Context: an optimization exercise on an open-source flow, tuned for small area. The choices shown serve that exercise and are no tape-out recipe.
The RTL was checked by simulation tests, not by an equivalence proof against the original design.
The flow treats the clock pin as an ideal source. Dropping or thinning the clock tree relies on that and would not hold on a real chip.
Power figures rest on the tool's default switching activity, not on a simulated workload.

run 1:
Design lcd_component, start of the top module:
module lcd_component(
  input CLOCK_50,
  input rst_n,
  output LCD_ON,
  output LCD_BLON,
  output LCD_RW,
  output LCD_EN,
  output LCD_RS,
  output [7:0] LCD_DATA,
  input [2:0] mess,
  input [1:0] isServer
);
export LEC_CHECK = 0
export CAP_MARGIN = 0
export CORE_MARGIN = 2
export CORE_UTILIZATION = 40
export SLEW_MARGIN = 0
create_clock -name core_clock -period 10.0 [get_ports {CLOCK_50}]
standard.sh (not shown) runs the stock make flow with config.mk's settings and CLKGATE_MAP_FILE= SYNTH_SCRIPT=/design/flow/synth_recipe.tcl, a recipe that flattens the netlist after the stock synthesis.
==> flow/flow/run.sh <==
#!/bin/bash
# Own flow: the standard layout, with an area-oriented ABC mapping in synthesis
# (adders left to ABC instead of fixed half-adder cells) and the smallest
# buffer on the ports.
set -euo pipefail
W=$(pwd)
export FLOW_ABC_SCRIPT=$W/flow/abc_min_area.script
export FLOW_ABC_SEEDS="0 1 2 3 4 5 6 7"
export FLOW_STD_SYNTH=$W/synth_recipe.tcl
SYN=(SYNTH_SCRIPT=$W/flow/synth_area.tcl ADDER_MAP_FILE=)
bash standard.sh synth "${SYN[@]}" > $W/synth.log 2>&1
bash standard.sh finish "${SYN[@]}" \
  "BUFFER_PORTS_ARGS=-buffer_cell sky130_fd_sc_hd__buf_1" > $W/layout.log 2>&1
==> flow/flow/abc_min_area.script <==
strash
&get -n
&deepsyn -T 30 -S @SEED@
&put
&get -n
&dch -f
&nf -a -R 1000
&put
==> flow/flow/synth_area.tcl <==
# The standard synthesis (synth_recipe.tcl), with the final technology mapping
# done by an area-oriented ABC script instead of ORFS's speed script. The
# mapping is tried with several random seeds of ABC's &deepsyn and the
# smallest result is kept.
proc abc {args} {
  set i [lsearch -exact $args -script]
  if { $i >= 0 } {
    set args [lreplace $args $i [expr { $i + 1 }]]
  }
  set j [lsearch -exact $args -D]
  if { $j >= 0 } {
    set args [lreplace $args $j [expr { $j + 1 }]]
  }
  set lib [lindex $args [expr { [lsearch -exact $args -liberty] + 1 }]]
  set tmpl [read [open $::env(FLOW_ABC_SCRIPT)]]
  yosys design -save my_pre_abc
  set best -1
  foreach seed $::env(FLOW_ABC_SEEDS) {
    yosys design -load my_pre_abc
    set f $::env(RESULTS_DIR)/abc_seed_$seed.script
    set fh [open $f w]
    puts -nonewline $fh [string map [list @SEED@ $seed] $tmpl]
    close $fh
    yosys abc {*}$args -script $f
    set st $::env(RESULTS_DIR)/abc_seed_$seed.stat
    yosys tee -q -o $st stat -liberty $lib
    set area 0
    regexp {Chip area for module [^:]*:\s*([0-9.]+)} [read [open $st]] -> area
    puts "abc seed $seed: area $area"
    if { $best < 0 || $area < $best } {
      set best $area
      yosys design -save my_best_abc
    }
  }
  puts "abc best area $best"
  yosys design -load my_best_abc
}
source $::env(FLOW_STD_SYNTH)
Changes in run 2 relative to run 1:
Settings: SLEW_MARGIN changed from 0 to 20; CAP_MARGIN changed from 0 to 20.
diff --git a/flow/flow/run.sh b/flow/flow/run.sh
--- a/flow/flow/run.sh
+++ b/flow/flow/run.sh
@@ -4 +4 @@
-# buffer on the ports.
+# buffer on the ports; the clock tree is built without dummy loads.
@@ -8 +8 @@
-export FLOW_ABC_SEEDS="0 1 2 3 4 5 6 7"
+export FLOW_ABC_SEEDS="0 1 2 3 4 5 6 7 8 9 10 11 12 13 14 15"
@@ -13 +13,2 @@
-  "BUFFER_PORTS_ARGS=-buffer_cell sky130_fd_sc_hd__buf_1" > $W/layout.log 2>&1
+  "BUFFER_PORTS_ARGS=-buffer_cell sky130_fd_sc_hd__buf_1" \
+  "CTS_ARGS=-sink_clustering_enable -repair_clock_nets -dont_use_dummy_load" > $W/layout.log 2>&1
### Flow results
Run 2 finished every stage and its layout cleared the timing, DRC and antenna checks. | global-route met3 utilization | run 2 vs run 1 | 0.96 points lower |. The final reports for run 2 and run 1 show count of unique library cells instantiated by Yosys higher in the former. Global-route wire length before repair: run 2 vs run 1, no meaningful difference. Wire length: lower on run 2.
[inputs] run 3 vs run 2
diff --git a/flow/flow/run.sh b/flow/flow/run.sh
--- a/flow/flow/run.sh
+++ b/flow/flow/run.sh
@@ -8 +8 @@
-export FLOW_ABC_SEEDS="0 1 2 3 4 5 6 7 8 9 10 11 12 13 14 15"
+export FLOW_ABC_SEEDS="5"
@@ -14 +14 @@
-  "CTS_ARGS=-sink_clustering_enable -repair_clock_nets -dont_use_dummy_load" > $W/layout.log 2>&1
+  "CTS_ARGS=-repair_clock_nets -dont_use_dummy_load -buf_list sky130_fd_sc_hd__clkbuf_8" > $W/layout.log 2>&1
Results
The detailed placement HPWL of run 3 and that of run 2 are within noise of each other. Compare run 2 and run 3 | combinational power lower: run 3. Any difference in worst-case clock skew between run 2 and run 3 is small enough to ignore. Run 3 improves on run 2 in via count. Summary of run 3 over run 2: minimum setup slack after placement rose 570 ps; mean instance size in the synthesized netlist climbed about 0.4%.
What run 4 does differently from run 3 at the input level:
diff --git a/flow/flow/run.sh b/flow/flow/run.sh
--- a/flow/flow/run.sh
+++ b/flow/flow/run.sh
@@ -4 +4 @@
-# buffer on the ports; the clock tree is built without dummy loads.
+# buffer on the ports.
@@ -8 +8 @@
-export FLOW_ABC_SEEDS="5"
+export FLOW_ABC_SEEDS="0 1 2 3 4 5 6 7"
@@ -13,2 +13 @@
-  "BUFFER_PORTS_ARGS=-buffer_cell sky130_fd_sc_hd__buf_1" \
-  "CTS_ARGS=-repair_clock_nets -dont_use_dummy_load -buf_list sky130_fd_sc_hd__clkbuf_8" > $W/layout.log 2>&1
+  "BUFFER_PORTS_ARGS=-buffer_cell sky130_fd_sc_hd__buf_1" > $W/layout.log 2>&1
Results
Compared run 3 against run 4; register clock-pin slew on the reported worst setup and hold paths within noise. Against run 3 as the reference, run 4 delivers a higher met1 track demand over resource in global routing. Re global-route track usage on met2: run 3 and run 4 aren't equal, and the higher value belongs to run 4. Diff run 3 and run 4: logic gate share of total power higher in run 3. As far as placeable core region goes, run 3 and run 4 are indistinguishable; the numbers are identical. The worst hold slack of run 4 and that of run 3 are within noise of each other. Routed wire in run 4 totals more than in run 3. Status | run 3 and run 4 | clean. Higher count of clock-buffer cells in the layout among run 3 and run 4: run 4. Looking at clock share of power, run 4 sits 7.4 points higher than run 3 does. Compared run 3 against run 4; share of the clock period used by the worst path within noise. The higher final area of run 3 and run 4 is in run 4.
diff inputs: run 4 => run 5
diff --git a/flow/flow/run.sh b/flow/flow/run.sh
--- a/flow/flow/run.sh
+++ b/flow/flow/run.sh
@@ -4 +4,2 @@
-# buffer on the ports.
+# buffer on the ports; the clock tree is collapsed to one buffer (its root)
+# after CTS, without dummy loads.
@@ -8 +9 @@
-export FLOW_ABC_SEEDS="0 1 2 3 4 5 6 7"
+export FLOW_ABC_SEEDS="5"
@@ -12,2 +13,6 @@
-bash standard.sh finish "${SYN[@]}" \
-  "BUFFER_PORTS_ARGS=-buffer_cell sky130_fd_sc_hd__buf_1" > $W/layout.log 2>&1
+LAY=("${SYN[@]}" "BUFFER_PORTS_ARGS=-buffer_cell sky130_fd_sc_hd__buf_1"
+  "CTS_ARGS=-sink_clustering_enable -repair_clock_nets -dont_use_dummy_load -root_buf sky130_fd_sc_hd__clkbuf_16")
+bash standard.sh cts "${LAY[@]}" > $W/layout.log 2>&1
+CTS_DB=$W/orfs/results/$FLOW_PLATFORM/lcd_component/base/4_cts.odb CLOCK_PORT=CLOCK_50 \
+  openroad -no_init -exit $W/flow/flatten_clock.tcl > $W/flatten_clock.log 2>&1
+bash standard.sh finish "${LAY[@]}" > $W/layout_finish.log 2>&1
==> flow/flow/flatten_clock.tcl (new file) <==
# Collapse the clock tree to its root buffer: every clock buffer driven by the
# root buffer is removed and its sinks are moved onto the root buffer's net.
read_db $::env(CTS_DB)
set block [ord::get_db_block]
set root ""
foreach it [[$block findNet $::env(CLOCK_PORT)] getITerms] {
  if { [$it isInputSignal] && [string match "*clkbuf*" [[[$it getInst] getMaster] getName]] } {
    set root [$it getInst]
  }
}
if { $root eq "" } { error "no root clock buffer" }
set rootnet [[$root findITerm X] getNet]
set n 0
foreach it [$rootnet getITerms] {
  set inst [$it getInst]
  if { $inst eq $root || ![string match "*clkbuf*" [[$inst getMaster] getName]] } { continue }
  if { [[$it getMTerm] getName] ne "A" } { continue }
  set leafnet [[$inst findITerm X] getNet]
  foreach sink [$leafnet getITerms] {
    if { [$sink getInst] eq $inst } { continue }
    $sink disconnect
    $sink connect $rootnet
  }
  $it disconnect
  [$inst findITerm X] disconnect
  odb::dbInst_destroy $inst
  odb::dbNet_destroy $leafnet
  incr n
}
puts "removed $n clock buffers below [$root getName]"
write_db $::env(CTS_DB)
Results
Run 5 finished every step from synthesis to the final layout, and the layout passed the timing, DRC and antenna checks.
Ratio of final minimum period to clock period (lower): run 5
Worst setup slack after layout ends up higher on run 5.
Relative to run 4, portion of total power attributed to the clock network has decreased by 14 points in run 5.
The final reports for run 5 and run 4 show via density per instance higher in the former.
Against run 4, first-pass GRT wire length in run 5 came out better.
Combinational cell fraction of total power: run 5 vs run 4 up 0.6 points
Run 5 vs run 4 — number of nets in the final layout dropped slightly
Per the comparison of run 5 with run 4, pin slew with the least headroom to its limit fell 18 ps; multi-input combinational cell count flat.
[inputs] run 6 vs run 5
==> flow/flow/run.sh <==
#!/bin/bash
# Own flow: the standard layout, with an area-oriented ABC mapping in synthesis
# (adders left to ABC instead of fixed half-adder cells) and the smallest
# buffer on the ports; the clock tree is built without dummy loads.
set -euo pipefail
W=$(pwd)
export FLOW_ABC_SCRIPT=$W/flow/abc_min_area.script
export FLOW_ABC_SEEDS="5"
export FLOW_STD_SYNTH=$W/synth_recipe.tcl
SYN=(SYNTH_SCRIPT=$W/flow/synth_area.tcl ADDER_MAP_FILE=)
bash standard.sh synth "${SYN[@]}" > $W/synth.log 2>&1
bash standard.sh finish "${SYN[@]}" \
  "BUFFER_PORTS_ARGS=-buffer_cell sky130_fd_sc_hd__buf_1" \
  "CTS_ARGS=-sink_clustering_enable -sink_clustering_size 32 -sink_clustering_max_diameter 1000 -sink_clustering_levels 1 -repair_clock_nets -dont_use_dummy_load -buf_list sky130_fd_sc_hd__clkbuf_8" > $W/layout.log 2>&1
removed: flow/flow/flatten_clock.tcl
Compared to run 5, the router laid down less metal wire for run 6.
Run 6: combinational fraction of design power 0.3 points below run 5
Clock share of power in run 6 is 6.3 points above run 5.
Run 6 against run 5; power after layout is up by a little under 10%.
Lower leakage power total was reported by run 5, not run 6.

## port drivers added, routing unchanged
The flow's constraints put no driver on any port. The routed layouts listed below were extracted and timed again, unchanged, in two steps. Step 1 sets driving cells, clkbuf_16 on the clock port and buf_2 on the other inputs (assumed; they add their load-dependent delay and slew). Step 2 times the ports against the registers' clock, not the clock port: input delays grow and output delays shrink by t, the midpoint of the rising clock arrivals with the driver on. Slacks: no drivers / after step 1 / after step 2; pairs: no drivers / after step 1.
run | shift t [ns] | slack for setup (ns) | slew at the worst register clock pin (ns)
run 1 | 0.284 | 5.310 / 5.289 / 5.573 | 0.08 / 0.08
run 2 | 0.280 | 4.775 / 4.750 / 5.031 | 0.08 / 0.08
run 3 | 0.279 | 5.310 / 5.288 / 5.568 | 0.09 / 0.09
run 4 | 0.284 | 5.310 / 5.289 / 5.573 | 0.08 / 0.08
run 5 | 0.175 | 5.437 / 5.410 / 5.585 | 0.09 / 0.09
run 6 | 0.279 | 5.310 / 5.288 / 5.568 | 0.09 / 0.09
After both steps setup and hold are still met in every run listed.
